Background: an optimization exercise with open tools, aiming at small area and a short achievable clock period. Do not read the settings as production practice. Function was checked by simulation only, so behaviour that the tests miss may differ from the original. No activity file was given, so power comes from the tool's default toggle rates.

**flow/standard.sh**
```bash
#!/bin/bash
# synth_recipe.tcl (not shown) runs the flow's synth.tcl, then flattens the netlist and writes it again
# the make line also repeats each setting of config.mk as NAME=value (left out here)
make -C /OpenROAD-flow-scripts/flow DESIGN_CONFIG=/design/flow/config.mk WORK_HOME=/design/flow/orfs CLKGATE_MAP_FILE= SYNTH_SCRIPT=/design/flow/synth_recipe.tcl "${@:-finish}"
```
**flow/flow/run.sh**
```bash
#!/bin/bash
# The standard layout (standard.sh) with two changes:
# - buffer_ports gives every port a sky130_fd_sc_hd__buf_8 buffer instead of the delay-buffer
#   cell it picks by default;
# - after global placement, flow/size2.tcl sets each cell that is not near-critical to the smallest drive strength
#   of its family that keeps the worst setup slack, and
#   gives the output ports buf_1 buffers.
# Each tool's full output is in the ORFS logs under orfs/logs; make's output
# is in standard.log.
set -e
export BUFFER_PORTS_ARGS="-buffer_cell sky130_fd_sc_hd__buf_8"
export POST_GLOBAL_PLACE_TCL="$(pwd)/flow/size2.tcl"
bash standard.sh  finish > standard.log 2>&1
```
**flow/design.v**
```verilog
module matmul_fa (input logic a, input logic b, input logic c, output logic s, output logic co);
  assign s = a ^ b ^ c;
  assign co = (a & b) | (a & c) | (b & c);
endmodule
module matmul_and (input logic a, input logic b, output logic y);
  assign y = a & b;
endmodule
module matmul_aoi (input logic a1, input logic a2, input logic b1, output logic y);
  assign y = ~((a1 & a2) | b1);
endmodule
module matmul_maj (input logic a, input logic b, input logic c, output logic y);
  assign y = (a & b) | (a & c) | (b & c);
endmodule
module matmul_nand (input logic a, input logic b, output logic y);
  assign y = ~(a & b);
endmodule
module matmul_nor (input logic a, input logic b, output logic y);
  assign y = ~(a | b);
endmodule
module matmul_oai (input logic a1, input logic a2, input logic b1, output logic y);
  assign y = ~((a1 | a2) & b1);
endmodule
module matmul_or (input logic a, input logic b, output logic y);
  assign y = a | b;
endmodule
module matmul_xnor (input logic a, input logic b, output logic y);
  assign y = ~(a ^ b);
endmodule
module matmul_xor (input logic a, input logic b, output logic y);
  assign y = a ^ b;
endmodule
module matmul_dot2 (input logic [7:0] a0, input logic [7:0] b0,
                    input logic [7:0] a1, input logic [7:0] b1,
                    output logic [7:0] y);
  wire n1 = ~(a0[0] & b0[0]);
  wire n2 = ~(a1[0] & b1[0]);
  wire n3 = ~(a0[0] & b0[1]);
  wire n4 = ~(a0[1] & b0[0]);
  wire n5 = ~(a1[0] & b1[1]);
  wire n6 = ~(a1[1] & b1[0]);
  wire n7, n8;
  matmul_fa un7 (.a(n3), .b(n4), .c(n5), .s(n7), .co(n8));
  wire n9 = ~(a0[0] & b0[2]);
  wire n10 = ~(a0[1] & b0[1]);
  wire n11;
  matmul_xnor un11 (.a(n9), .b(n10), .y(n11));
  wire n12;
  matmul_or un12 (.a(n9), .b(n10), .y(n12));
  wire n13 = ~(a0[2] & b0[0]);
  wire n14 = ~(a1[0] & b1[2]);
  wire n15 = ~(a1[1] & b1[1]);
  wire n16 = ~(a1[2] & b1[0]);
  wire n17, n18;
  matmul_fa un17 (.a(n13), .b(n14), .c(n15), .s(n17), .co(n18));
  wire n19, n20;
  matmul_fa un19 (.a(n16), .b(n11), .c(n8), .s(n19), .co(n20));
  wire n21 = ~(a0[0] & b0[3]);
  wire n22 = ~(a0[1] & b0[2]);
  wire n23 = ~(a0[2] & b0[1]);
  wire n24 = ~(a0[3] & b0[0]);
  wire n25 = ~(a1[0] & b1[3]);
  wire n26 = ~(a1[1] & b1[2]);
  wire n27 = ~(a1[2] & b1[1]);
  wire n28 = ~(a1[3] & b1[0]);
  wire n29, n30;
  matmul_fa un29 (.a(n21), .b(n22), .c(n23), .s(n29), .co(n30));
  wire n31, n32;
  matmul_fa un31 (.a(n24), .b(n25), .c(n26), .s(n31), .co(n32));
  wire n33, n34;
  matmul_fa un33 (.a(n27), .b(n28), .c(n12), .s(n33), .co(n34));
  wire n35, n36;
  matmul_fa un35 (.a(n18), .b(n29), .c(n31), .s(n35), .co(n36));
  wire n37;
  matmul_xor un37 (.a(n33), .b(n20), .y(n37));
  wire n38;
  matmul_xor un38 (.a(n37), .b(n35), .y(n38));
  wire n39;
  matmul_maj un39 (.a(n33), .b(n20), .c(n35), .y(n39));
  wire n40 = ~(a0[0] & b0[4]);
  wire n41 = ~(a0[1] & b0[3]);
  wire n42;
  matmul_xnor un42 (.a(n40), .b(n41), .y(n42));
  wire n43;
  matmul_or un43 (.a(n40), .b(n41), .y(n43));
  wire n44 = ~(a0[2] & b0[2]);
  wire n45 = ~(a0[3] & b0[1]);
  wire n46 = ~(a0[4] & b0[0]);
  wire n47 = ~(a1[0] & b1[4]);
  wire n48 = ~(a1[1] & b1[3]);
  wire n49 = ~(a1[2] & b1[2]);
  wire n50 = ~(a1[3] & b1[1]);
  wire n51 = ~(a1[4] & b1[0]);
  wire n52, n53;
  matmul_fa un52 (.a(n44), .b(n45), .c(n46), .s(n52), .co(n53));
  wire n54, n55;
  matmul_fa un54 (.a(n47), .b(n48), .c(n49), .s(n54), .co(n55));
  wire n56, n57;
  matmul_fa un56 (.a(n50), .b(n51), .c(n42), .s(n56), .co(n57));
  wire n58, n59;
  matmul_fa un58 (.a(n30), .b(n32), .c(n52), .s(n58), .co(n59));
  wire n60, n61;
  matmul_fa un60 (.a(n54), .b(n34), .c(n56), .s(n60), .co(n61));
  wire n62;
  matmul_xor un62 (.a(n36), .b(n58), .y(n62));
  wire n63;
  matmul_xor un63 (.a(n62), .b(n60), .y(n63));
  wire n64;
  matmul_maj un64 (.a(n36), .b(n58), .c(n60), .y(n64));
  wire n65 = ~(a0[0] & b0[5]);
  wire n66 = ~(a0[1] & b0[4]);
  wire n67;
  matmul_xnor un67 (.a(n65), .b(n66), .y(n67));
  wire n68;
  matmul_or un68 (.a(n65), .b(n66), .y(n68));
  wire n69 = ~(a0[2] & b0[3]);
  wire n70 = ~(a0[3] & b0[2]);
  wire n71 = ~(a0[4] & b0[1]);
  wire n72 = ~(a0[5] & b0[0]);
  wire n73 = ~(a1[0] & b1[5]);
  wire n74 = ~(a1[1] & b1[4]);
  wire n75 = ~(a1[2] & b1[3]);
  wire n76 = ~(a1[3] & b1[2]);
  wire n77 = ~(a1[4] & b1[1]);
  wire n78 = ~(a1[5] & b1[0]);
  wire n79, n80;
  matmul_fa un79 (.a(n69), .b(n70), .c(n71), .s(n79), .co(n80));
  wire n81, n82;
  matmul_fa un81 (.a(n72), .b(n73), .c(n74), .s(n81), .co(n82));
  wire n83, n84;
  matmul_fa un83 (.a(n75), .b(n76), .c(n77), .s(n83), .co(n84));
  wire n85, n86;
  matmul_fa un85 (.a(n78), .b(n67), .c(n43), .s(n85), .co(n86));
  wire n87, n88;
  matmul_fa un87 (.a(n53), .b(n55), .c(n79), .s(n87), .co(n88));
  wire n89, n90;
  matmul_fa un89 (.a(n81), .b(n83), .c(n57), .s(n89), .co(n90));
  wire n91;
  matmul_xor un91 (.a(n85), .b(n59), .y(n91));
  wire n92;
  matmul_xor un92 (.a(n91), .b(n87), .y(n92));
  wire n93;
  matmul_maj un93 (.a(n85), .b(n59), .c(n87), .y(n93));
  wire n94;
  matmul_xor un94 (.a(n61), .b(n89), .y(n94));
  wire n95;
  matmul_xor un95 (.a(n94), .b(n92), .y(n95));
  wire n96;
  matmul_maj un96 (.a(n61), .b(n89), .c(n92), .y(n96));
  wire n97 = ~(a0[0] & b0[6]);
  wire n98 = ~(a0[1] & b0[5]);
  wire n99;
  matmul_xnor un99 (.a(n97), .b(n98), .y(n99));
  wire n100;
  matmul_or un100 (.a(n97), .b(n98), .y(n100));
  wire n101 = ~(a0[2] & b0[4]);
  wire n102 = ~(a0[3] & b0[3]);
  wire n103 = ~(a0[4] & b0[2]);
  wire n104 = ~(a0[5] & b0[1]);
  wire n105 = ~(a0[6] & b0[0]);
  wire n106 = ~(a1[0] & b1[6]);
  wire n107 = ~(a1[1] & b1[5]);
  wire n108 = ~(a1[2] & b1[4]);
  wire n109 = ~(a1[3] & b1[3]);
  wire n110 = ~(a1[4] & b1[2]);
  wire n111 = ~(a1[5] & b1[1]);
  wire n112 = ~(a1[6] & b1[0]);
  wire n113, n114;
  matmul_fa un113 (.a(n101), .b(n102), .c(n103), .s(n113), .co(n114));
  wire n115, n116;
  matmul_fa un115 (.a(n104), .b(n105), .c(n106), .s(n115), .co(n116));
  wire n117, n118;
  matmul_fa un117 (.a(n107), .b(n108), .c(n109), .s(n117), .co(n118));
  wire n119, n120;
  matmul_fa un119 (.a(n110), .b(n111), .c(n112), .s(n119), .co(n120));
  wire n121, n122;
  matmul_fa un121 (.a(n99), .b(n68), .c(n80), .s(n121), .co(n122));
  wire n123, n124;
  matmul_fa un123 (.a(n82), .b(n84), .c(n113), .s(n123), .co(n124));
  wire n125, n126;
  matmul_fa un125 (.a(n115), .b(n117), .c(n119), .s(n125), .co(n126));
  wire n127;
  matmul_xor un127 (.a(n86), .b(n121), .y(n127));
  wire n128;
  matmul_xor un128 (.a(n127), .b(n88), .y(n128));
  wire n129;
  matmul_maj un129 (.a(n86), .b(n121), .c(n88), .y(n129));
  wire n130;
  matmul_xor un130 (.a(n123), .b(n90), .y(n130));
  wire n131;
  matmul_xor un131 (.a(n130), .b(n125), .y(n131));
  wire n132;
  matmul_maj un132 (.a(n123), .b(n90), .c(n125), .y(n132));
  wire n133;
  matmul_xor un133 (.a(n128), .b(n93), .y(n133));
  wire n134;
  matmul_xor un134 (.a(n133), .b(n131), .y(n134));
  wire n135;
  matmul_maj un135 (.a(n128), .b(n93), .c(n131), .y(n135));
  wire n136 = ~(a0[0] & b0[7]);
  wire n137 = ~(a0[1] & b0[6]);
  wire n138 = ~(a0[2] & b0[5]);
  wire n139 = ~(a0[3] & b0[4]);
  wire n140 = ~(a0[4] & b0[3]);
  wire n141 = ~(a0[5] & b0[2]);
  wire n142 = ~(a0[6] & b0[1]);
  wire n143 = ~(a0[7] & b0[0]);
  wire n144 = ~(a1[0] & b1[7]);
  wire n145 = ~(a1[1] & b1[6]);
  wire n146 = ~(a1[2] & b1[5]);
  wire n147 = ~(a1[3] & b1[4]);
  wire n148 = ~(a1[4] & b1[3]);
  wire n149 = ~(a1[5] & b1[2]);
  wire n150 = ~(a1[6] & b1[1]);
  wire n151 = ~(a1[7] & b1[0]);
  wire n152;
  matmul_xor un152 (.a(n136), .b(n137), .y(n152));
  wire n153;
  matmul_xor un153 (.a(n138), .b(n139), .y(n153));
  wire n154;
  matmul_xor un154 (.a(n140), .b(n141), .y(n154));
  wire n155;
  matmul_xor un155 (.a(n142), .b(n143), .y(n155));
  wire n156;
  matmul_xor un156 (.a(n144), .b(n145), .y(n156));
  wire n157;
  matmul_xor un157 (.a(n146), .b(n147), .y(n157));
  wire n158;
  matmul_xor un158 (.a(n148), .b(n149), .y(n158));
  wire n159;
  matmul_xor un159 (.a(n150), .b(n151), .y(n159));
  wire n160;
  matmul_xor un160 (.a(n152), .b(n153), .y(n160));
  wire n161;
  matmul_xor un161 (.a(n154), .b(n155), .y(n161));
  wire n162;
  matmul_xor un162 (.a(n156), .b(n157), .y(n162));
  wire n163;
  matmul_xor un163 (.a(n158), .b(n159), .y(n163));
  wire n164;
  matmul_xor un164 (.a(n100), .b(n160), .y(n164));
  wire n165;
  matmul_xor un165 (.a(n161), .b(n162), .y(n165));
  wire n166;
  matmul_xor un166 (.a(n163), .b(n114), .y(n166));
  wire n167;
  matmul_xor un167 (.a(n116), .b(n118), .y(n167));
  wire n168;
  matmul_xor un168 (.a(n120), .b(n164), .y(n168));
  wire n169;
  matmul_xor un169 (.a(n165), .b(n166), .y(n169));
  wire n170;
  matmul_xor un170 (.a(n167), .b(n168), .y(n170));
  wire n171;
  matmul_xor un171 (.a(n169), .b(n122), .y(n171));
  wire n172;
  matmul_xor un172 (.a(n124), .b(n126), .y(n172));
  wire n173;
  matmul_xor un173 (.a(n170), .b(n171), .y(n173));
  wire n174;
  matmul_xor un174 (.a(n172), .b(n173), .y(n174));
  wire n175;
  matmul_xor un175 (.a(n129), .b(n132), .y(n175));
  wire n176;
  matmul_xor un176 (.a(n174), .b(n175), .y(n176));
  wire n177;
  matmul_xor un177 (.a(n135), .b(n176), .y(n177));
  wire n178;
  matmul_xor un178 (.a(n1), .b(n2), .y(n178));
  wire n179;
  matmul_or un179 (.a(n1), .b(n2), .y(n179));
  wire n180, n181;
  matmul_fa un180 (.a(n6), .b(n7), .c(n179), .s(n180), .co(n181));
  wire n182 = ~n180;
  wire n183;
  matmul_xor un183 (.a(n17), .b(n19), .y(n183));
  wire n184;
  matmul_xor un184 (.a(n183), .b(n181), .y(n184));
  wire n185;
  matmul_maj un185 (.a(n17), .b(n19), .c(n181), .y(n185));
  wire n186 = ~n184;
  wire n187;
  matmul_xor un187 (.a(n38), .b(n185), .y(n187));
  wire n188;
  matmul_nor un188 (.a(n38), .b(n185), .y(n188));
  wire n189;
  matmul_xor un189 (.a(n39), .b(n63), .y(n189));
  wire n190;
  matmul_nand un190 (.a(n39), .b(n63), .y(n190));
  wire n191;
  matmul_nor un191 (.a(n39), .b(n63), .y(n191));
  wire n192;
  matmul_xor un192 (.a(n189), .b(n188), .y(n192));
  wire n193;
  matmul_aoi un193 (.a1(n190), .a2(n188), .b1(n191), .y(n193));
  wire n194;
  matmul_xor un194 (.a(n64), .b(n95), .y(n194));
  wire n195;
  matmul_and un195 (.a(n64), .b(n95), .y(n195));
  wire n196;
  matmul_or un196 (.a(n64), .b(n95), .y(n196));
  wire n197;
  matmul_xnor un197 (.a(n194), .b(n193), .y(n197));
  wire n198;
  matmul_oai un198 (.a1(n195), .a2(n193), .b1(n196), .y(n198));
  wire n199;
  matmul_xor un199 (.a(n96), .b(n134), .y(n199));
  wire n200;
  matmul_nand un200 (.a(n96), .b(n134), .y(n200));
  wire n201;
  matmul_nor un201 (.a(n96), .b(n134), .y(n201));
  wire n202;
  matmul_xor un202 (.a(n199), .b(n198), .y(n202));
  wire n203;
  matmul_aoi un203 (.a1(n200), .a2(n198), .b1(n201), .y(n203));
  wire n204;
  matmul_xor un204 (.a(n177), .b(n203), .y(n204));
  assign y = {n204, n202, n197, n192, n187, n186, n182, n178};
endmodule
module matmul(A,B,y,clk);
    input logic [31:0] A;
    input logic [31:0] B;
    output logic [31:0] y;
    input logic clk;
    logic [7:0] y00, y01, y10, y11;
    matmul_dot2 u00 (.a0(A[31:24]), .b0(B[31:24]), .a1(A[23:16]), .b1(B[15:8]), .y(y00));
    matmul_dot2 u01 (.a0(A[31:24]), .b0(B[23:16]), .a1(A[23:16]), .b1(B[7:0]),  .y(y01));
    matmul_dot2 u10 (.a0(A[15:8]),  .b0(B[31:24]), .a1(A[7:0]),   .b1(B[15:8]), .y(y10));
    matmul_dot2 u11 (.a0(A[15:8]),  .b0(B[23:16]), .a1(A[7:0]),   .b1(B[7:0]),  .y(y11));
    always_ff @(posedge clk)
        y <= {y00, y01, y10, y11};
endmodule
```
**flow/flow/size2.tcl**
```tcl
set outbuf sky130_fd_sc_hd__buf_1
set n 0
foreach port [all_outputs] {
  set net [get_nets [get_full_name $port]]
  foreach pin [get_pins -of_objects $net -filter "direction == output"] {
    set inst [get_cells -of_objects $pin]
    set cell [get_property [get_property $inst liberty_cell] name]
    if {[string match "sky130_fd_sc_hd__buf_*" $cell] && $cell ne $outbuf} {
      replace_cell $inst $outbuf
      incr n
    }
  }
}
puts "size2.tcl: $n output port buffers set to $outbuf"
estimate_parasitics -placement

proc total_area {} {
  set a 0.0
  foreach i [[ord::get_db_block] getInsts] {
    set m [$i getMaster]
    if {[$m getType] eq "CORE"} { set a [expr {$a + [$m getWidth] * [$m getHeight] / 1e6}] }
  }
  return $a
}
puts [format "size2.tcl: start area %.1f wns %.3f" [total_area] [worst_slack -max]]
if {[info exists ::env(SIZE_MARGIN)] && $::env(SIZE_MARGIN) ne ""} {
  repair_timing -setup -setup_margin $::env(SIZE_MARGIN) -skip_last_gasp -verbose
  estimate_parasitics -placement
  puts [format "size2.tcl: after repair_timing area %.1f wns %.3f" [total_area] [worst_slack -max]]
}

set dont_use [expr {[info exists ::env(DONT_USE_CELLS)] ? $::env(DONT_USE_CELLS) : {}}]
array set fam {}
array set carea {}
foreach lc [get_lib_cells sky130_fd_sc_hd__*] {
  set name [get_name $lc]
  if {[lsearch -exact $dont_use $name] >= 0} continue
  if {![regexp {^(sky130_fd_sc_hd__[a-z0-9]+)_([0-9]+)$} $name -> base size]} continue
  set m [[ord::get_db] findMaster $name]
  if {$m eq "NULL"} continue
  set carea($name) [expr {[$m getWidth] * [$m getHeight] / 1e6}]
  lappend fam($base) $name
}
set skip_re {^sky130_fd_sc_hd__(dfxtp|dfxbp|dfrtp|tapvpwrvgnd|fill|decap|conb)}
set W [worst_slack -max]
set changed 0
foreach inst [get_cells *] {
  set lc [get_property $inst liberty_cell]
  if {$lc eq "" || $lc eq "NULL"} continue
  set cell [get_name $lc]
  if {[regexp $skip_re $cell]} continue
  if {![regexp {^(sky130_fd_sc_hd__[a-z0-9]+)_([0-9]+)$} $cell -> base size]} continue
  if {![info exists fam($base)]} continue
  set smaller {}
  foreach alt $fam($base) {
    if {$carea($alt) < $carea($cell) - 1e-6} { lappend smaller [list $carea($alt) $alt] }
  }
  if {![llength $smaller]} continue
  set s 1e9
  foreach pin [get_pins -of_objects $inst -filter "direction == output"] {
    set ps [get_property $pin slack_max]
    if {$ps ne "" && $ps < $s} { set s $ps }
  }
  if {$s < $W + 0.02} continue
  foreach pair [lsort -real -index 0 $smaller] {
    set alt [lindex $pair 1]
    replace_cell $inst $alt
    estimate_parasitics -placement
    if {[worst_slack -max] >= $W - 0.0005} { incr changed; set cell {}; break }
  }
  if {$cell ne {}} {
    replace_cell $inst $cell
    estimate_parasitics -placement
  }
}
puts [format "size2.tcl: downsized %d cells, area %.1f wns %.3f" $changed [total_area] [worst_slack -max]]
```
**flow/config.mk**
```make
export PLATFORM = sky130hd
export DESIGN_NAME = matmul
export DESIGN_NICKNAME = matmul
export VERILOG_FILES = /design/flow/design.v
export SDC_FILE = /design/flow/constraint.sdc
export NUM_CORES = 4
export LEC_CHECK = 0
export CAP_MARGIN = 20
export CORE_MARGIN = 2
export CORE_UTILIZATION = 40
export CTS_BUF_LIST = sky130_fd_sc_hd__clkbuf_8
export SLEW_MARGIN = 20
export SYNTH_HIERARCHICAL = 1
export SYNTH_MINIMUM_KEEP_SIZE = 0
```
**flow/constraint.sdc**
```tcl
create_clock -name core_clock -period 10.0 [get_ports {clk}]
set_input_delay 2.0000 -clock core_clock [delete_from_list [all_inputs] [get_ports {clk}]]
set_output_delay 2.0000 -clock core_clock [all_outputs]
set_load 0.01 [all_outputs]
```
==> impl_metrics.tcl, run 1 <==
set metrics [dict create \
    status "timing/DRC/antenna clean" \
    fp.dieArea_mm2 0.0180 \
    finalSetupTns_ns 0 \
    routed.top_layer "met4" \
    root_buffer "clkbuf_8" \
    final_cells 1065 \
    critPathLaunchType "primary input" \
    m1WireLength_um 7260 \
    drv_slew 0 \
    nNetsFinal 1016 \
    critPathArrivalTime_ns 4.53 \
    layout_common_cells "nand2_1 (296), xor2_1 (200), fa_1 (104)" \
    dr_total_vias 5324 \
    finalHoldWorstSlack_ns 2.06 \
    postCtsResizedCells 0 \
    row_count 47 \
    fin_util_pct 44.5 \
    cts_tree "yes" \
    wl_met2_um 8060 \
    place_ws_ns 5.39 \
    diodes 0 \
    io_pins 97 \
    die_h_um 134 \
    pwr-share-seq_pct 16.0 \
    dieWidth_um 134 \
    initialDrtViolationCount 285 \
    setup_violations 0 \
    synthDistinctLibCells 14 \
    hold_viol 0 \
    start_util_pct 40.9 \
    final_common_cell "nand2_1" \
    htreeDepth 2 \
    powerDensity_mw_per_mm2 179 \
    largest_registers "y (32)" \
    grt_overflow_total 0 \
    fmax_mhz 232 \
    end_kind "register" \
    clkPwrFrac_pct 6.9 \
    antenna_found_initial 0 \
    largest_register_ffs 32 \
    slew_headroom_pct 79.7 \
    rsz0062_at_grt "false" \
    critPathRequiredTime_ns 10.22 \
    syn_area_per_cell_um2 8.56 \
    finalCritPeriodShare_pct 43.1 \
    drc 0 \
    grt_pass1_wl_um 27100 \
    peakVddDrop_v 0.0000762 \
    synth_area_mm2 0.00678 \
    first_pass_iters 6 \
    internal_power_mw 0.696 \
    drive_above_1_share_pct 8.64 \
    dp_cells 1060 \
    power_switching_mw 0.628 \
    avgRoutedWirePerCell_um 15.8 \
    cts_sinks 32 \
    coreArea_mm2 0.0166 \
    cts.path.max_buffers 2 \
    synth-seq-area-share_pct 9.45 \
    port_buffers 96 \
    ctsHoldBuffers 0 \
    p_comb_share_pct 77.1 \
    swShare_pct 47.4 \
    antenna_left 0 \
    grt_max_degree 17 \
    period_needed_ns 4.31 \
    min_path_type "in2reg" \
    routed_wl_um 16800 \
    post_cts_buffers 0 \
    dp_hpwl_um 13400 \
    synth_fp_nets 961 \
    syn_inst 792 \
    cp_max_fo 8 \
    p_leak_nw 2.78 \
    via_per_inst 5.00 \
    yosys_warnings 7 \
    worst-setup-path-type "in2reg" \
    wl_met3_um 1020 \
    syn2layout_area_growth_pct 8.80 \
    cts_buffers 5 \
    setup_ws_ns 5.69 \
    synth_seq_cells 32 \
    grt_pass1_vias 5592 \
    grt_usage_pct 19.0 \
    cap_violations 0 \
    clkTransAtPathRegs_ns 0.06 \
    max_slew.worst_pin.slew_ns 0.303 \
    largest_register "y" \
]
## Yosys cell counts
| cell | instances | share of area [%] |
|---|---|---|
| xor2_1 | 200 | 26 |
| nand2_1 | 296 | 16 |
| and2_1 | 4 | 0.37 |
| xnor2_1 | 20 | 2.6 |
| buf_4 | 32 | 3.5 |
| fa_1 | 104 | 31 |
| nor2_1 | 12 | 0.66 |
| dfxtp_1 | 32 | 9.4 |
| or2_1 | 24 | 2.2 |
| buf_2 | 16 | 1.2 |
| inv_1 | 8 | 0.44 |
| o21ai_1 | 4 | 0.30 |
| a21oi_2 | 8 | 1.0 |
| maj3_2 | 32 | 5.3 |
## per-module statistics from Yosys (local to each module, per instance), excerpt
module       flip-flops and latches  cells  area [µm²]
matmul_maj                        0      1        11.3
matmul_xor                        0      1        8.76
matmul_dot2                       0     86         358
matmul_xnor                       0      1        8.76
matmul_nand                       0      1        3.75
matmul_and                        0      1        6.26
matmul_aoi                        0      1        8.76
matmul_or                         0      1        6.26
matmul_oai                        0      1        5.00
matmul_fa                         0      1        20.0
## critical path, cell delays in order
cell and delay (ns):
buf_2 0.18, nand2_1 0.11, xnor2_1 0.23, fa_1 0.49, fa_1 0.54, xor2_1 0.25, nand2_1 0.10, a21oi_2 0.18
o21ai_1 0.13, a21oi_2 0.15, xor2_1 0.14
## worst paths after layout
kind	from	end	slack, ns	cells after the start
max	B[20]	y[23]	5.69	11
min	A[24]	y[16]	2.06	3
## cell type report
type	instances	area, µm²
Fill cell	1683	9210
Multi-Input combinational cell	704	5760
Inverter	8	30.0
Tap cell	220	275
Sequential cell	32	641
Timing Repair Buffer	96	602
Clock buffer	5	68.8
## power by group through the flow
stage	sequential, mW	clock [mW]	combinational, mW
finish	0.212	0.0916	1.02
global placement	0.238	0	1.16
floorplan	0.248	0	1.07
CTS	0.212	0.0972	1.03
detailed placement	0.215	0	1.03
global route	0.217	0.101	1.14
## metal layers
metal,GRT usage (%),vias up
met5,0,-
met4,6.67,0
met3,2.80,34
met2,32.3,193
met1,24.6,2613
li1,-,2484
## through the flow
step / power [mW] / cell area (µm²)
2_1_floorplan: 1.32 / 6780
3_3_place_gp: 1.40 / 8180
3_5_place_dp: 1.25 / 7310
4_1_cts: 1.34 / 7380
5_1_grt: 1.46 / 7380
6_report: 1.32 / 7380
## kinds of logic (layout without fill, tap and decap cells)
group,Yosys count,after routing,synth area share (%)
buffers and inverters,56,109,5.17
XOR/XNOR,220,220,28.4
adder cells (fa/ha/maj),136,136,36.0
AND/OR/NAND/NOR,336,336,19.6
AO/OA/AOI/OAI,12,12,1.33
flip-flops,32,32,9.45
==> run 2: changes to the inputs <==
--- a/flow/flow/run.sh
+++ b/flow/flow/run.sh
@@ -2,3 +2,3 @@
 # The standard layout (standard.sh) with two changes:
-# - buffer_ports gives every port a sky130_fd_sc_hd__buf_8 buffer instead of the delay-buffer
+# - buffer_ports gives every port a sky130_fd_sc_hd__buf_6 buffer instead of the delay-buffer
 #   cell it picks by default;
@@ -10,3 +10,3 @@
 set -e
-export BUFFER_PORTS_ARGS="-buffer_cell sky130_fd_sc_hd__buf_8"
+export BUFFER_PORTS_ARGS="-buffer_cell sky130_fd_sc_hd__buf_6"
 export POST_GLOBAL_PLACE_TCL="$(pwd)/flow/size2.tcl"
--- a/flow/config.mk
+++ b/flow/config.mk
@@ -11,2 +11,3 @@
 export CTS_BUF_LIST = sky130_fd_sc_hd__clkbuf_8
+export GPL_ROUTABILITY_DRIVEN = 0
 export SLEW_MARGIN = 20
==> impl_metrics.tcl, run 2 <==
set metrics [dict create \
    status "timing/DRC/antenna clean" \
    cp_max_fo 16 \
    synthAdderAreaFrac_pct 36.0 \
    largest_registers "y (32)" \
    cap_violations 0 \
    cts_sinks 32 \
    final_common_cell "nand2_1" \
    post_cts_buffers 0 \
    ctsHoldBuffers 0 \
    peakVddDrop_v 0.0000698 \
    async_reset_ff_share_pct 0 \
    power_switching_mw 0.623 \
    cts_buffers 5 \
    avgRoutedWirePerCell_um 15.3 \
    drv_slew 0 \
    synth_xor_area_share_pct 28.4 \
    swShare_pct 47.3 \
    slew_headroom_pct 80.6 \
    synth.top_cell.area_share_pct 30.7 \
    largest_register_ffs 32 \
    routed_wl_um 16300 \
    first_pass_iters 5 \
    pwr-share-seq_pct 16.0 \
    grt_overflow_total 0 \
    clkPwrFrac_pct 7.0 \
    synth_top_family_by_area "adder cells" \
    drive_above_1_share_pct 8.52 \
    grt_usage_pct 18.8 \
    setup_ws_ns 5.69 \
    grt_pass1_vias 5331 \
    place_ws_ns 5.39 \
    layout_common_cells "nand2_1 (296), xor2_1 (200), fa_1 (104)" \
    p_comb_share_pct 76.9 \
    grt_pass1_wl_um 26800 \
    io_pins 97 \
    syn_inst 792 \
    antenna_found_initial 0 \
    rsz0062_at_grt "false" \
    period_needed_ns 4.31 \
    end_kind "register" \
    hold_depth 3 \
    port_buffers 96 \
    dieWidth_um 134 \
    root_buffer "clkbuf_8" \
    fp.dieArea_mm2 0.0180 \
    critPathArrivalTime_ns 4.52 \
    setup_violations 0 \
    synth_edf_count 0 \
    syn2layout_area_growth_pct 8.39 \
    final_cells 1065 \
    postCtsResizedCells 0 \
    synth-simple-area-share_pct 19.6 \
    synth-seq-area-share_pct 9.45 \
    hold_end "y[16]" \
    synth_mux_area_share_pct 0 \
    cts_tree "yes" \
    synth_top_cell_by_area "fa_1" \
    drc 0 \
    start_util_pct 40.9 \
    nNetsFinal 1016 \
    synth_area_mm2 0.00678 \
    finalCritPeriodShare_pct 43.1 \
    worst-setup-path-type "in2reg" \
    htreeDepth 2 \
    clkTransAtPathRegs_ns 0.06 \
    max_slew.worst_pin.slew_ns 0.290 \
    synthDistinctLibCells 14 \
    cts.path.max_buffers 2 \
    critPathLaunchType "primary input" \
    dr_total_vias 5193 \
    yosys_warnings 7 \
    dp_cells 1060 \
    p_leak_nw 2.76 \
    internal_power_mw 0.695 \
    dp_hpwl_um 13000 \
    powerDensity_mw_per_mm2 179 \
    synthFlopType "dfxtp_1" \
    hold_viol 0 \
    n_fill_cell 1732 \
    critPathRequiredTime_ns 10.22 \
    finalSetupTns_ns 0 \
    finalPower_mw 1.32 \
    antenna_left 0 \
    diodes 0 \
    coreArea_mm2 0.0166 \
    grt_max_degree 17 \
    synth_fp_nets 961 \
    synth.area.top_cells "fa_1 (31%), xor2_1 (26%), nand2_1 (16%), dfxtp_1 (9.4%), maj3_2 (5.3%)" \
    fmax_mhz 232 \
    row_count 47 \
    yosysMostFrequentCell "nand2_1" \
    synth_common_cells "nand2_1 (296), xor2_1 (200), fa_1 (104)" \
    synth_seq_cells 32 \
    syn_area_per_cell_um2 8.56 \
    via_per_inst 4.88 \
    initialDrtViolationCount 320 \
    synth-compound-area-share_pct 1.33 \
    largest_register "y" \
    die_h_um 134 \
    hp-start "A[24]" \
    min_path_type "in2reg" \
]
==> run 2: cell counts after synthesis <==
No cell type changed its count.
==> run 2: worst max-delay path: stages <==
cell and delay, ns:
buf_6 0.15, nand2_1 0.09, fa_1 0.45, fa_1 0.61, xor2_1 0.19, xor2_1 0.29, nand2_1 0.11, a21oi_2 0.18
o21ai_1 0.13, a21oi_2 0.15, xor2_1 0.14
==> run 2: layer usage <==
metal  part of all wire [%]  vias up  global-route usage, %
li1                       -     2479                      -
met1                     44     2519                   25.7
met2                     48      181                   32.0
met3                    6.9       14                   2.65
met4                    1.0        0                   3.45
met5                      0        -                      0
==> run 2: cell type report <==
cell class | instances | area [µm²] | area share (%)
well taps | 220 | 275 | 3.74
flip-flops and latches | 32 | 641 | 8.71
multi-input cells | 704 | 5760 | 78.4
inverters | 8 | 30.0 | 0.409
repair buffers | 96 | 576 | 7.83
clock buffers | 5 | 68.8 | 0.936
==> run 2: how the worst max path moves through the flow <==
stage           from    end  slack (ns)  cells past startpoint
2_1_floorplan   A[8]  y[15]        5.51                     12
5_1_grt        B[21]   y[7]        5.45                     11
6_report        A[8]  y[15]        5.69                     11
4_1_cts        A[10]   y[7]        5.70                     11
3_3_place_gp   A[10]   y[7]        5.46                     11
3_5_place_dp   A[10]   y[7]        5.39                     11
==> run 2: modules after synthesis, one instance, submodules excluded, excerpt <==
module / cells inside / times used / flip-flops and latches
matmul_and: 1 / 4 / 0
matmul_fa: 1 / 104 / 0
matmul_dot2: 86 / 4 / 0
matmul_nand: 1 / 8 / 0
matmul_maj: 1 / 32 / 0
matmul_aoi: 1 / 8 / 0
matmul: 32 / 1 / 32
==> run 2: power by group through the flow <==
stage	registers [mW]	logic [mW]	clock network, mW
CTS	0.212	1.03	0.0974
floorplan	0.248	1.07	0
global route	0.216	1.14	0.102
finish	0.211	1.01	0.0928
global placement	0.227	1.11	0
detailed placement	0.215	1.03	0
==> run 2: cell families after synthesis <==
logic type,after synthesis
simple gates,336
buf+inv,56
compound gates,12
xor+xnor,220
flops,32
fa+ha+maj,136
==> run 2: per-stage QoR <==
| stage | hold slack [ns] | instance area [µm²] | utilization [%] |
|---|---|---|---|
| 2_1_floorplan | 2.30 | 6780 | - |
| 3_3_place_gp | 2.35 | 7820 | 47.1 |
| 6_report | 2.05 | 7350 | 44.3 |
| 3_5_place_dp | 2.35 | 7280 | 43.9 |
| 5_1_grt | 2.07 | 7350 | 44.3 |
| 4_1_cts | 2.04 | 7350 | 44.3 |
==> run 3: changes to the inputs <==
--- a/flow/config.mk
+++ b/flow/config.mk
@@ -11,3 +11,3 @@
 export CTS_BUF_LIST = sky130_fd_sc_hd__clkbuf_8
-export GPL_ROUTABILITY_DRIVEN = 0
+export GPL_TIMING_DRIVEN = 0
 export SLEW_MARGIN = 20
==> impl_metrics.tcl, run 3 <==
set metrics [dict create \
    antenna_left 0 \
    grt_overflow_total 0 \
    ctsHoldBuffers 0 \
    p_comb_share_pct 78.9 \
    clkPwrFrac_pct 6.4 \
    dp_hpwl_um 13200 \
    synth_top_cell_by_area "fa_1" \
    grt_max_degree 15 \
    powerDensity_mw_per_mm2 195 \
    diodes 0 \
    yosysMostFrequentCell "nand2_1" \
    clkTransAtPathRegs_ns 0.06 \
    drc 0 \
    fp.dieArea_mm2 0.0180 \
    layout_common_cells "nand2_1 (296), xor2_1 (200), fa_1 (104)" \
    pwr-share-seq_pct 14.7 \
    cts_buffers 5 \
    synth-seq-area-share_pct 9.45 \
    largest_register "y" \
    synth_fp_nets 961 \
    postCtsResizedCells 0 \
    period_needed_ns 4.50 \
    synth_seq_cells 32 \
    row_count 47 \
    internal_power_mw 0.787 \
    cts_sinks 32 \
    top_usage_layer "met2" \
    peakVddDrop_v 0.000107 \
    synth.top_cell.area_share_pct 30.7 \
    synth_common_cells "nand2_1 (296), xor2_1 (200), fa_1 (104)" \
    power_switching_mw 0.656 \
    avgRoutedWirePerCell_um 14.6 \
    root_buffer "clkbuf_8" \
    hold_viol 0 \
    grt_usage_pct 18.8 \
    grt_pass1_vias 5253 \
    setup_violations 0 \
    grtUsageMet3_pct 2.87 \
    synthDistinctLibCells 14 \
    end_kind "register" \
    hp-start "A[8]" \
    critPathArrivalTime_ns 4.70 \
    initialDrtViolationCount 313 \
    drv_slew 0 \
    cp_max_fo 14 \
    die_h_um 134 \
    synth_area_mm2 0.00678 \
    min_path_type "in2reg" \
    dieWidth_um 134 \
    syn2layout_area_growth_pct 8.87 \
    largest_registers "y (32)" \
    first_pass_iters 5 \
    grt_use_met2_pct 31.2 \
    worst-setup-path-type "in2reg" \
    swShare_pct 45.5 \
    cts_tree "yes" \
    cts.path.max_buffers 2 \
    p_leak_nw 2.77 \
    hold_end "y[0]" \
    synth.area.top_cells "fa_1 (31%), xor2_1 (26%), nand2_1 (16%), dfxtp_1 (9.4%), maj3_2 (5.3%)" \
    port_buffers 88 \
    critPathRequiredTime_ns 10.20 \
    critPathLaunchType "primary input" \
    synthFlopType "dfxtp_1" \
    use_met1_pct 26.0 \
    async_reset_ff_share_pct 0 \
    syn_area_per_cell_um2 8.56 \
    max_slew.worst_pin.slew_ns 0.425 \
    finalSetupTns_ns 0 \
    start_util_pct 40.9 \
    slew_headroom_pct 71.6 \
    final_common_cell "nand2_1" \
    htreeDepth 2 \
    nNetsFinal 1056 \
    grt_pass1_wl_um 26700 \
    fmax_mhz 222 \
    io_pins 97 \
    post_cts_buffers 0 \
    finalHoldWorstSlack_ns 2.13 \
    yosys_warnings 7 \
    finalCritPeriodShare_pct 45.0 \
    routed_wl_um 16200 \
    dr_total_vias 5324 \
    synth_edf_count 0 \
    cap_violations 0 \
    status "timing/DRC/antenna clean" \
    coreArea_mm2 0.0166 \
    syn_inst 792 \
    antenna_found_initial 0 \
    largest_register_ffs 32 \
    via_per_inst 4.82 \
    hold_depth 4 \
    rsz0062_at_grt "false" \
    drive_above_1_share_pct 7.12 \
]
[run 3: changes by cell type in the layout (fill, tap and decap cells not counted), sizes merged]
cell,change
buf,+40
[run 3: cell type report]
type	count	area, µm²
clock buffer	5	68.8
sequential	32	641
inverter	8	30.0
buffer	48	203
tap	220	275
multi-input combinational	704	5740
fill	1710	9200
timing repair buffer	88	425
[run 3: modules after synthesis (local to each module, per instance), a selection]
module | copies in the design | cell area (µm²) | flops+latches | cells inside
matmul | 1 | 641 | 32 | 32
matmul_dot2 | 4 | 358 | 0 | 86
matmul_fa | 104 | 20.0 | 0 | 1
matmul_maj | 32 | 11.3 | 0 | 1
matmul_xor | 200 | 8.76 | 0 | 1
matmul_aoi | 8 | 8.76 | 0 | 1
matmul_or | 24 | 6.26 | 0 | 1
matmul_and | 4 | 6.26 | 0 | 1
matmul_oai | 4 | 5.00 | 0 | 1
matmul_nand | 8 | 3.75 | 0 | 1
[run 3: how the worst max path moves through the flow]
stage	endpoint	cells after the start	slack, ns	from
after global routing	y[31]	12	5.28	B[27]
final	y[15]	11	5.50	B[25]
after detailed placement	y[15]	11	5.19	B[25]
after global placement	y[31]	11	5.26	A[24]
after floorplan	y[15]	12	5.51	A[8]
after CTS	y[15]	11	5.51	B[25]
[run 3: cells by family after synthesis]
kind of cell | count (synthesis) | synth area share (%)
adder cells (fa/ha/maj) | 136 | 36.0
AND/OR/NAND/NOR | 336 | 19.6
buffers and inverters | 56 | 5.17
flip-flops | 32 | 9.45
XOR/XNOR | 220 | 28.4
AO/OA/AOI/OAI | 12 | 1.33
[run 3: per-layer routing]
layer  up-vias  share of wire [%]
li1       2554                  -
met1      2625                 46
met2       137                 47
met3         8                5.8
met4         0               0.93
met5         -                  0
[run 3: power by group through the flow]
stage                     Clock [mW]  Combinational [mW]  Sequential (mW)
final                         0.0917                1.14            0.212
after global routing           0.103                1.28            0.216
after CTS                      0.101                1.16            0.213
after detailed placement           0                1.15            0.216
after global placement             0                1.38            0.228
after floorplan                    0                1.07            0.248
[run 3: metrics by stage]
stage	cell area, µm²	utilization (%)	std cells	total power, mW	worst slack [ns]
6_report	7380	44.5	1105	1.44	5.50
5_1_grt	7380	44.5	1105	1.60	5.28
4_1_cts	7380	44.5	1105	1.47	5.51
3_5_place_dp	7310	44.1	1100	1.37	5.19
3_3_place_gp	8050	48.5	1100	1.61	5.26
2_1_floorplan	6780	-	792	1.32	5.51
[run 3: worst max-delay path, cell delays in order]
cell,delay [ns]
buf_4,0.21
nand2_1,0.11
fa_1,0.51
fa_1,0.45
maj3_1,0.40
nor2_1,0.25
a21oi_2,0.11
o21ai_1,0.26
a21oi_2,0.09
xor2_1,0.16
buf_4,0.13
==> run 4: changes to the inputs <==
--- a/flow/config.mk
+++ b/flow/config.mk
@@ -11,3 +11,2 @@
 export CTS_BUF_LIST = sky130_fd_sc_hd__clkbuf_8
-export GPL_TIMING_DRIVEN = 0
 export SLEW_MARGIN = 20
==> impl_metrics.tcl, run 4 <==
set metrics [dict create \
    status "timing/DRC/antenna clean" \
    yosys_warnings 7 \
    port_buffers 96 \
    powerDensity_mw_per_mm2 179 \
    grt_usage_pct 18.8 \
    grtUsageMet3_pct 2.65 \
    layout_common_cells "nand2_1 (296), xor2_1 (200), fa_1 (104)" \
    synth_top_cell_by_area "fa_1" \
    nNetsFinal 1016 \
    critPathLaunchType "primary input" \
    largest_register "y" \
    ctsHoldBuffers 0 \
    cts.path.max_buffers 2 \
    synthFlopType "dfxtp_1" \
    initialDrtViolationCount 320 \
    critPathRequiredTime_ns 10.22 \
    start_util_pct 40.9 \
    setup_violations 0 \
    end_kind "register" \
    cp_max_fo 16 \
    cp_common_cell "xor2_1" \
    drv_slew 0 \
    via_per_inst 4.88 \
    pwr-share-seq_pct 16.0 \
    n_fill_cell 1732 \
    p_comb_share_pct 76.9 \
    fp.dieArea_mm2 0.0180 \
    final_common_cell "nand2_1" \
    clkPwrFrac_pct 7.0 \
    synth_fp_nets 961 \
    largest_register_ffs 32 \
    die_h_um 134 \
    row_count 47 \
    dieWidth_um 134 \
    critPathMaxStageDelay_ns 0.61 \
    synth_common_cells "nand2_1 (296), xor2_1 (200), fa_1 (104)" \
    max_slew.worst_pin.slew_ns 0.290 \
    critPathArrivalTime_ns 4.52 \
    async_reset_ff_share_pct 0 \
    grt_pass1_vias 5331 \
    cp_top_family "adder cells" \
    cp_cell_sequence "buf_6 > nand2_1 > fa_1 > fa_1 > xor2_1 > xor2_1 > nand2_1 > a21oi_2 > o21ai_1 > a21oi_2 > xor2_1" \
    finalCritPeriodShare_pct 43.1 \
    peakVddDrop_v 0.0000698 \
    regArea_um2 641 \
    synth.area.top_cells "fa_1 (31%), xor2_1 (26%), nand2_1 (16%), dfxtp_1 (9.4%), maj3_2 (5.3%)" \
    synth.top_cell.area_share_pct 30.7 \
    root_buffer "clkbuf_8" \
    hold_viol 0 \
    power_switching_mw 0.623 \
    cap_violations 0 \
    multi_input_area_mm2 0.00576 \
    dr_total_vias 5193 \
    antenna_left 0 \
    syn2layout_area_growth_pct 8.39 \
    top_usage_layer "met2" \
    syn_inst 792 \
    synth_edf_count 0 \
    cts_tree "yes" \
    synth-seq-area-share_pct 9.45 \
    cts_buffers 5 \
    min_path_type "in2reg" \
    slew_headroom_pct 80.6 \
    worst-setup-path-type "in2reg" \
    routed_wl_um 16300 \
    cp_slowest_cell "fa_1" \
    finalPower_mw 1.32 \
    drive_above_1_share_pct 8.52 \
    worst-path-buf-inv 1 \
    p_leak_nw 2.76 \
    internal_power_mw 0.695 \
    yosysMostFrequentCell "nand2_1" \
    clkTransAtPathRegs_ns 0.06 \
    period_needed_ns 4.31 \
    synth_seq_cells 32 \
    grt_pass1_wl_um 26800 \
    avgRoutedWirePerCell_um 15.3 \
    diodes 0 \
    cts_sinks 32 \
    grt_max_degree 17 \
    antenna_found_initial 0 \
    dp_hpwl_um 13000 \
    syn_area_per_cell_um2 8.56 \
    first_pass_iters 5 \
    fmax_mhz 232 \
    synth_area_mm2 0.00678 \
    synthDistinctLibCells 14 \
    coreArea_mm2 0.0166 \
    post_cts_buffers 0 \
    io_pins 97 \
    largest_registers "y (32)" \
    finalSetupTns_ns 0 \
    grt_use_met2_pct 32.0 \
    grt_overflow_total 0 \
    swShare_pct 47.3 \
    use_met1_pct 25.7 \
    postCtsResizedCells 0 \
    rsz0062_at_grt "false" \
    htreeDepth 2 \
    drc 0 \
]
run 4: cell counts after synthesis:
No cell type changed its count.
run 4: kinds of logic (layout without fill, tap and decap cells):
group	count (synthesis)	after routing	share of synthesized area, %
AND/OR/NAND/NOR	336	336	19.6
XOR/XNOR	220	220	28.4
adder cells (fa/ha/maj)	136	136	36.0
buffers and inverters	56	109	5.17
flip-flops	32	32	9.45
AO/OA/AOI/OAI	12	12	1.33
run 4: per-layer routing:
metal / routed length [µm] / part of all wire (%)
met2: 7830 / 48
met5: 0 / 0
met1: 7190 / 44
met4: 168 / 1.0
met3: 1130 / 6.9
run 4: stage by stage:
step | cell area (µm²) | hold WS, ns | std cells | utilization (%) | setup WS, ns
5_1_grt | 7350 | 2.07 | 1065 | 44.3 | 5.45
4_1_cts | 7350 | 2.04 | 1065 | 44.3 | 5.70
3_3_place_gp | 7820 | 2.35 | 1060 | 47.1 | 5.46
3_5_place_dp | 7280 | 2.35 | 1060 | 43.9 | 5.39
2_1_floorplan | 6780 | 2.30 | 792 | - | 5.51
6_report | 7350 | 2.05 | 1065 | 44.3 | 5.69
run 4: Yosys stat by module, one instance, submodules excluded, a selection:
module,flops+latches,area [µm²],cells inside
matmul_xor,0,8.76,1
matmul_aoi,0,8.76,1
matmul_dot2,0,358,86
matmul_or,0,6.26,1
matmul_xnor,0,8.76,1
matmul_and,0,6.26,1
matmul,32,641,32
run 4: cell type report:
| type | instances | area share [%] |
|---|---|---|
| Clock buffer | 5 | 0.936 |
| Multi-Input combinational cell | 704 | 78.4 |
| Sequential cell | 32 | 8.71 |
| Timing Repair Buffer | 96 | 7.83 |
| Inverter | 8 | 0.409 |
| Tap cell | 220 | 3.74 |
run 4: worst paths after layout:
kind,startpoint,endpoint,depth (start not counted)
worst min-delay path,A[24],y[16],3
worst max-delay path,A[8],y[15],11
run 4: power by group through the flow:
stage                     Clock (mW)  Combinational, mW  Sequential [mW]
after floorplan                    0               1.07            0.248
after global placement             0               1.11            0.227
after detailed placement           0               1.03            0.215
after CTS                     0.0974               1.03            0.212
after global routing           0.102               1.14            0.216
final                         0.0928               1.01            0.211
==> run 5: changes to the inputs <==
--- a/flow/config.mk
+++ b/flow/config.mk
@@ -9,3 +9,3 @@
 export CORE_MARGIN = 2
-export CORE_UTILIZATION = 40
+export CORE_UTILIZATION = 50
 export CTS_BUF_LIST = sky130_fd_sc_hd__clkbuf_8
==> impl_metrics.tcl, run 5 <==
set metrics [dict create \
    postCtsResizedCells 0 \
    finalSetupTns_ns 0 \
    grt_pass1_vias 5589 \
    end_kind "register" \
    dr_total_vias 5392 \
    cap_violations 0 \
    finalPower_mw 1.37 \
    cp_max_fo 16 \
    yosys_warnings 7 \
    peakVddDrop_v 0.000115 \
    ctsHoldBuffers 0 \
    grt_usage_pct 25.1 \
    dp_hpwl_um 13500 \
    critPathArrivalTime_ns 4.63 \
    finalHoldWorstSlack_ns 2.03 \
    synth_common_cells "nand2_1 (296), xor2_1 (200), fa_1 (104)" \
    post_cts_buffers 0 \
    rsz0062_at_grt "false" \
    start_util_pct 51.2 \
    final_area_mm2 0.00730 \
    port_buffers 96 \
    finalCritPeriodShare_pct 43.8 \
    diodes 0 \
    via_per_inst 5.27 \
    critPathMaxStageDelay_ns 0.61 \
    fp.dieArea_mm2 0.0145 \
    worst-path-buf-inv 1 \
    synth_area_mm2 0.00678 \
    synth_edf_count 0 \
    worst-setup-path-type "in2reg" \
    setup_violations 0 \
    place_area_mm2 0.00719 \
    slew_headroom_pct 73.3 \
    io_pins 97 \
    drc 0 \
    cp_common_cell "xor2_1" \
    hold_viol 0 \
    largest_registers "y (32)" \
    die_h_um 120 \
    row_count 42 \
    syn_inst 792 \
    synth_top_cell_by_area "fa_1" \
    largest_register "y" \
    period_needed_ns 4.38 \
    cts.path.max_buffers 2 \
    powerDensity_mw_per_mm2 188 \
    layout_common_cells "nand2_1 (296), xor2_1 (200), fa_1 (104)" \
    nNetsFinal 1016 \
    root_buffer "clkbuf_8" \
    syn2layout_area_growth_pct 7.64 \
    status "timing/DRC/antenna clean" \
    clkTransAtPathRegs_ns 0.09 \
    synth_fp_nets 961 \
    grt_pass1_wl_um 28000 \
    drive_above_1_share_pct 8.02 \
    cts_tree "yes" \
    dieWidth_um 120 \
    antenna_found_initial 0 \
    coreArea_mm2 0.0132 \
    drv_slew 0 \
    cp_top_family "adder cells" \
    synth_seq_cells 32 \
    first_pass_iters 5 \
    grt_max_degree 17 \
    initialDrtViolationCount 281 \
    cp_cell_sequence "buf_4 > nand2_1 > fa_1 > fa_1 > xor2_1 > xor2_1 > nand2_1 > a21oi_2 > o21ai_1 > a21oi_2 > xor2_1" \
    cts_sinks 32 \
    cp_slowest_cell "fa_1" \
    grt_overflow_total 0 \
    p_leak_nw 2.76 \
    cts_buffers 5 \
    critPathRequiredTime_ns 10.25 \
    fmax_mhz 228 \
    synthFlopType "dfxtp_1" \
    max_slew.worst_pin.slew_ns 0.400 \
    antenna_left 0 \
    synthDistinctLibCells 14 \
    syn_area_per_cell_um2 8.56 \
    final_common_cell "nand2_1" \
    synth.area.top_cells "fa_1 (31%), xor2_1 (26%), nand2_1 (16%), dfxtp_1 (9.4%), maj3_2 (5.3%)" \
    critPathLaunchType "primary input" \
    htreeDepth 2 \
    min_path_type "in2reg" \
    synth-seq-area-share_pct 9.45 \
    synth.top_cell.area_share_pct 30.7 \
    largest_register_ffs 32 \
    n_fill_cell 1314 \
    yosysMostFrequentCell "nand2_1" \
    async_reset_ff_share_pct 0 \
    routed_wl_um 17700 \
    avgRoutedWirePerCell_um 17.3 \
]
[run 5: cell families (layout without fill, tap and decap cells)]
kind of cell,count (synthesis),in the layout,share of synthesized area [%]
buf+inv,56,112,5.17
compound gates,12,12,1.33
fa+ha+maj,136,136,36.0
simple gates,336,336,19.6
flops,32,32,9.45
xor+xnor,220,220,28.4
[run 5: power by group]
part,switching (mW),total [mW],internal (mW)
logic,0.577,1.03,0.450
clock network,0.0602,0.133,0.0731
registers,0.0130,0.213,0.200
[run 5: Yosys stat by module, one instance, submodules excluded]
module / copies in the design / flip-flops and latches / cells / area (µm²)
matmul: 1 / 32 / 32 / 641
matmul_or: 24 / 0 / 1 / 6.26
matmul_maj: 32 / 0 / 1 / 11.3
matmul_dot2: 4 / 0 / 86 / 358
matmul_nand: 8 / 0 / 1 / 3.75
matmul_nor: 12 / 0 / 1 / 3.75
matmul_and: 4 / 0 / 1 / 6.26
matmul_oai: 4 / 0 / 1 / 5.00
matmul_xnor: 20 / 0 / 1 / 8.76
matmul_aoi: 8 / 0 / 1 / 8.76
matmul_xor: 200 / 0 / 1 / 8.76
matmul_fa: 104 / 0 / 1 / 20.0
[run 5: final cells by class]
cell class	count	area, µm²	area share, %
Clock inverter	3	38.8	0.531
Tap cell	176	220	3.02
Timing Repair Buffer	96	541	7.40
Multi-Input combinational cell	704	5760	78.9
Sequential cell	32	641	8.78
Clock buffer	5	68.8	0.943
Inverter	8	30.0	0.411
[run 5: tightest hold or removal path, stage by stage]
cell and delay [ns]:
buf_6 0.14, nand2_1 0.10, xor2_1 0.06
[run 5: through the flow]
stage | std cells | utilization [%] | setup WS [ns]
global route | 1024 | 55.1 | 5.41
global placement | 1016 | 58.6 | 5.41
finish | 1024 | 55.1 | 5.62
floorplan | 792 | - | 5.51
CTS | 1024 | 55.1 | 5.64
detailed placement | 1016 | 54.3 | 5.30
[run 5: final timing paths]
check | from | end | slack [ns] | cells after the start
max | A[8] | y[7] | 5.62 | 11
min | A[24] | y[16] | 2.03 | 3
[run 5: metal layers]
| metal | wire length, µm | track usage [%] |
|---|---|---|
| met1 | 7350 | 31.6 |
| met2 | 8920 | 43.6 |
| met3 | 1140 | 5.28 |
| met4 | 290 | 7.27 |
| met5 | 0 | 0 |
==> run 6: changes to the inputs <==
--- a/flow/config.mk
+++ b/flow/config.mk
@@ -9,3 +9,3 @@
 export CORE_MARGIN = 2
-export CORE_UTILIZATION = 50
+export CORE_UTILIZATION = 33
 export CTS_BUF_LIST = sky130_fd_sc_hd__clkbuf_8
==> impl_metrics.tcl, run 6 <==
set metrics [dict create \
    largest_register "y" \
    finalPower_mw 1.36 \
    diodes 0 \
    period_needed_ns 4.32 \
    finalSetupTns_ns 0 \
    cp_max_fo 10 \
    critPathArrivalTime_ns 4.56 \
    critPathRequiredTime_ns 10.24 \
    antenna_found_initial 0 \
    io_pins 97 \
    start_util_pct 33.6 \
    p_leak_nw 2.78 \
    setup_violations 0 \
    max_slew.worst_pin.slew_ns 0.341 \
    crit_end "y[23]" \
    synth_area_mm2 0.00678 \
    synthFlopType "dfxtp_1" \
    rsz0062_at_grt "false" \
    synth_top_cell_by_area "fa_1" \
    syn_inst 792 \
    syn2layout_area_growth_pct 9.65 \
    dr_total_vias 5273 \
    synth-compound-area-share_pct 1.33 \
    status "timing/DRC/antenna clean" \
    port_buffers 96 \
    synth_xor_area_share_pct 28.4 \
    grtUsageMet3_pct 2.64 \
    grt_pass1_vias 5567 \
    grt_use_met2_pct 29.9 \
    initialDrtViolationCount 309 \
    finalCritPeriodShare_pct 43.2 \
    fmax_mhz 232 \
    cts_sinks 32 \
    avgRoutedWirePerCell_um 16.1 \
    grt_pass1_wl_um 29100 \
    first_pass_iters 4 \
    htreeDepth 2 \
    min_path_type "in2reg" \
    peakVddDrop_v 0.0000603 \
    yosys_warnings 7 \
    grt_max_degree 17 \
    antenna_left 0 \
    async_reset_ff_share_pct 0 \
    layout_common_cells "nand2_1 (296), xor2_1 (200), fa_1 (104)" \
    synthAdderAreaFrac_pct 36.0 \
    n_fill_cell 2149 \
    row_count 52 \
    drive_above_1_share_pct 8.14 \
    die_h_um 147 \
    powerDensity_mw_per_mm2 183 \
    drv_slew 0 \
    nNetsFinal 1016 \
    coreArea_mm2 0.0202 \
    largest_register_ffs 32 \
    cap_violations 0 \
    largest_registers "y (32)" \
    clkTransAtPathRegs_ns 0.07 \
    hold_viol 0 \
    synthDistinctLibCells 14 \
    synth.top_cell.area_share_pct 30.7 \
    synth.area.top_cells "fa_1 (31%), xor2_1 (26%), nand2_1 (16%), dfxtp_1 (9.4%), maj3_2 (5.3%)" \
    syn_area_per_cell_um2 8.56 \
    via_per_inst 4.72 \
    synth_seq_cells 32 \
    fin_util_pct 36.9 \
    worst-setup-path-type "in2reg" \
    dieWidth_um 147 \
    end_kind "register" \
    grt_usage_pct 17.1 \
    synth-seq-area-share_pct 9.45 \
    synth_edf_count 0 \
    cts_buffers 5 \
    ctsHoldBuffers 0 \
    synth_fp_nets 961 \
    grt_overflow_total 0 \
    top_usage_layer "met2" \
    synth-simple-area-share_pct 19.6 \
    crit_start "A[27]" \
    synth_common_cells "nand2_1 (296), xor2_1 (200), fa_1 (104)" \
    dp_hpwl_um 14000 \
    routed_wl_um 18000 \
    cts.path.max_buffers 2 \
    postCtsResizedCells 0 \
    final_common_cell "nand2_1" \
    yosysMostFrequentCell "nand2_1" \
    critPathLaunchType "primary input" \
    cts_tree "yes" \
    synth_mux_area_share_pct 0 \
    root_buffer "clkbuf_8" \
    fp.dieArea_mm2 0.0217 \
    synth_top_family_by_area "adder cells" \
    post_cts_buffers 0 \
    drc 0 \
    use_met1_pct 22.6 \
    slew_headroom_pct 77.3 \
]
run 6: Yosys stat by module, one instance, submodules excluded:
| module | cells | area, µm² | flops+latches | times used |
|---|---|---|---|---|
| matmul | 32 | 641 | 32 | 1 |
| matmul_dot2 | 86 | 358 | 0 | 4 |
| matmul_fa | 1 | 20.0 | 0 | 104 |
| matmul_maj | 1 | 11.3 | 0 | 32 |
| matmul_aoi | 1 | 8.76 | 0 | 8 |
| matmul_xnor | 1 | 8.76 | 0 | 20 |
| matmul_xor | 1 | 8.76 | 0 | 200 |
| matmul_and | 1 | 6.26 | 0 | 4 |
| matmul_or | 1 | 6.26 | 0 | 24 |
| matmul_oai | 1 | 5.00 | 0 | 4 |
| matmul_nand | 1 | 3.75 | 0 | 8 |
| matmul_nor | 1 | 3.75 | 0 | 12 |
run 6: final cells by class:
cell class / count / area (µm²) / share of cell area, %
sequential: 32 / 641 / 8.62
multi-input combinational: 704 / 5750 / 77.3
clock buffer: 5 / 68.8 / 0.925
inverter: 8 / 30.0 / 0.404
timing repair buffer: 96 / 569 / 7.66
tap: 270 / 338 / 4.54
clock inverter: 3 / 38.8 / 0.522
run 6: where the power goes:
group	switching (mW)	internal, mW	total (mW)
Clock	0.0557	0.0729	0.129
Sequential	0.0136	0.200	0.214
Combinational	0.569	0.447	1.02
Total	0.639	0.720	1.36
run 6: metrics by stage:
stage               worst slack (ns)  instance area (µm²)  hold WS, ns  cells
floorplan                       5.51                 6780         2.30    792
global placement                5.43                 7880         2.35   1110
detailed placement              5.37                 7330         2.35   1110
CTS                             5.70                 7440         2.02   1118
global route                    5.51                 7440         2.03   1118
finish                          5.68                 7440         2.03   1118
run 6: cells by family after synthesis:
kind of cell	count (synthesis)
fa+ha+maj	136
flops	32
xor+xnor	220
buf+inv	56
compound gates	12
simple gates	336
run 6: per-layer routing:
| metal | vias to the layer above | routed length, µm |
|---|---|---|
| met1 | 2618 | 8000 |
| met4 | 0 | 173 |
| met3 | 13 | 973 |
| met5 | - | 0 |
| met2 | 159 | 8880 |
| li1 | 2483 | - |
run 6: worst min-delay path by stage:
stage | startpoint | depth (start not counted) | slack (ns) | to
after detailed placement | A[24] | 3 | 2.35 | y[16]
after global routing | A[8] | 3 | 2.03 | y[0]
after floorplan | y[0] | 0 | 2.30 | y[0]
after CTS | A[8] | 3 | 2.02 | y[0]
final | A[24] | 3 | 2.03 | y[16]
after global placement | A[8] | 3 | 2.35 | y[0]
run 6: worst max-delay path, cell delays in order:
cell	delay, ns
buf_4	0.18
nand2_1	0.10
fa_1	0.54
fa_1	0.45
maj3_1	0.41
xor2_1	0.19
xor2_1	0.27
nand2_1	0.12
a21oi_2	0.16
xor2_1	0.13

[static timing again, ports no longer ideal]
The results above use ideal ports. As a check the final layouts listed here were re-extracted and re-timed, cells and wires unchanged.
Step 1 assumes that a clkbuf_16 drives the clock port and a buf_2 every other input.
Step 2 times the ports against the registers' clock, not the clock port: input delays grow and output delays shrink by t, the midpoint of the rising clock arrivals with the driver on.
Slacks: no drivers / after step 1 / after step 2; pairs: no drivers / after step 1.
| run | t (ns) | setup slack, ns | worst slew at a driven data input, ns | pins driven straight from the clock port |
|---|---|---|---|---|
| run 1 | 0.319 | 5.689 / 5.656 / 5.337 | 0.08 | 1 |
| run 2 | 0.322 | 5.694 / 5.673 / 5.351 | 0.06 | 1 |
| run 3 | 0.333 | 5.501 / 5.468 / 5.135 | 0.09 | 1 |
| run 4 | 0.322 | 5.694 / 5.673 / 5.351 | 0.06 | 1 |
| run 5 | 0.346 | 5.621 / 5.611 / 5.265 | 0.04 | 1 |
| run 6 | 0.347 | 5.684 / 5.680 / 5.334 | 0.06 | 1 |
After both steps setup and hold are still met in every run listed. The setup slack of run 3, which loses most, moves by -0.033 ns with the drivers and by -0.366 ns with both steps.
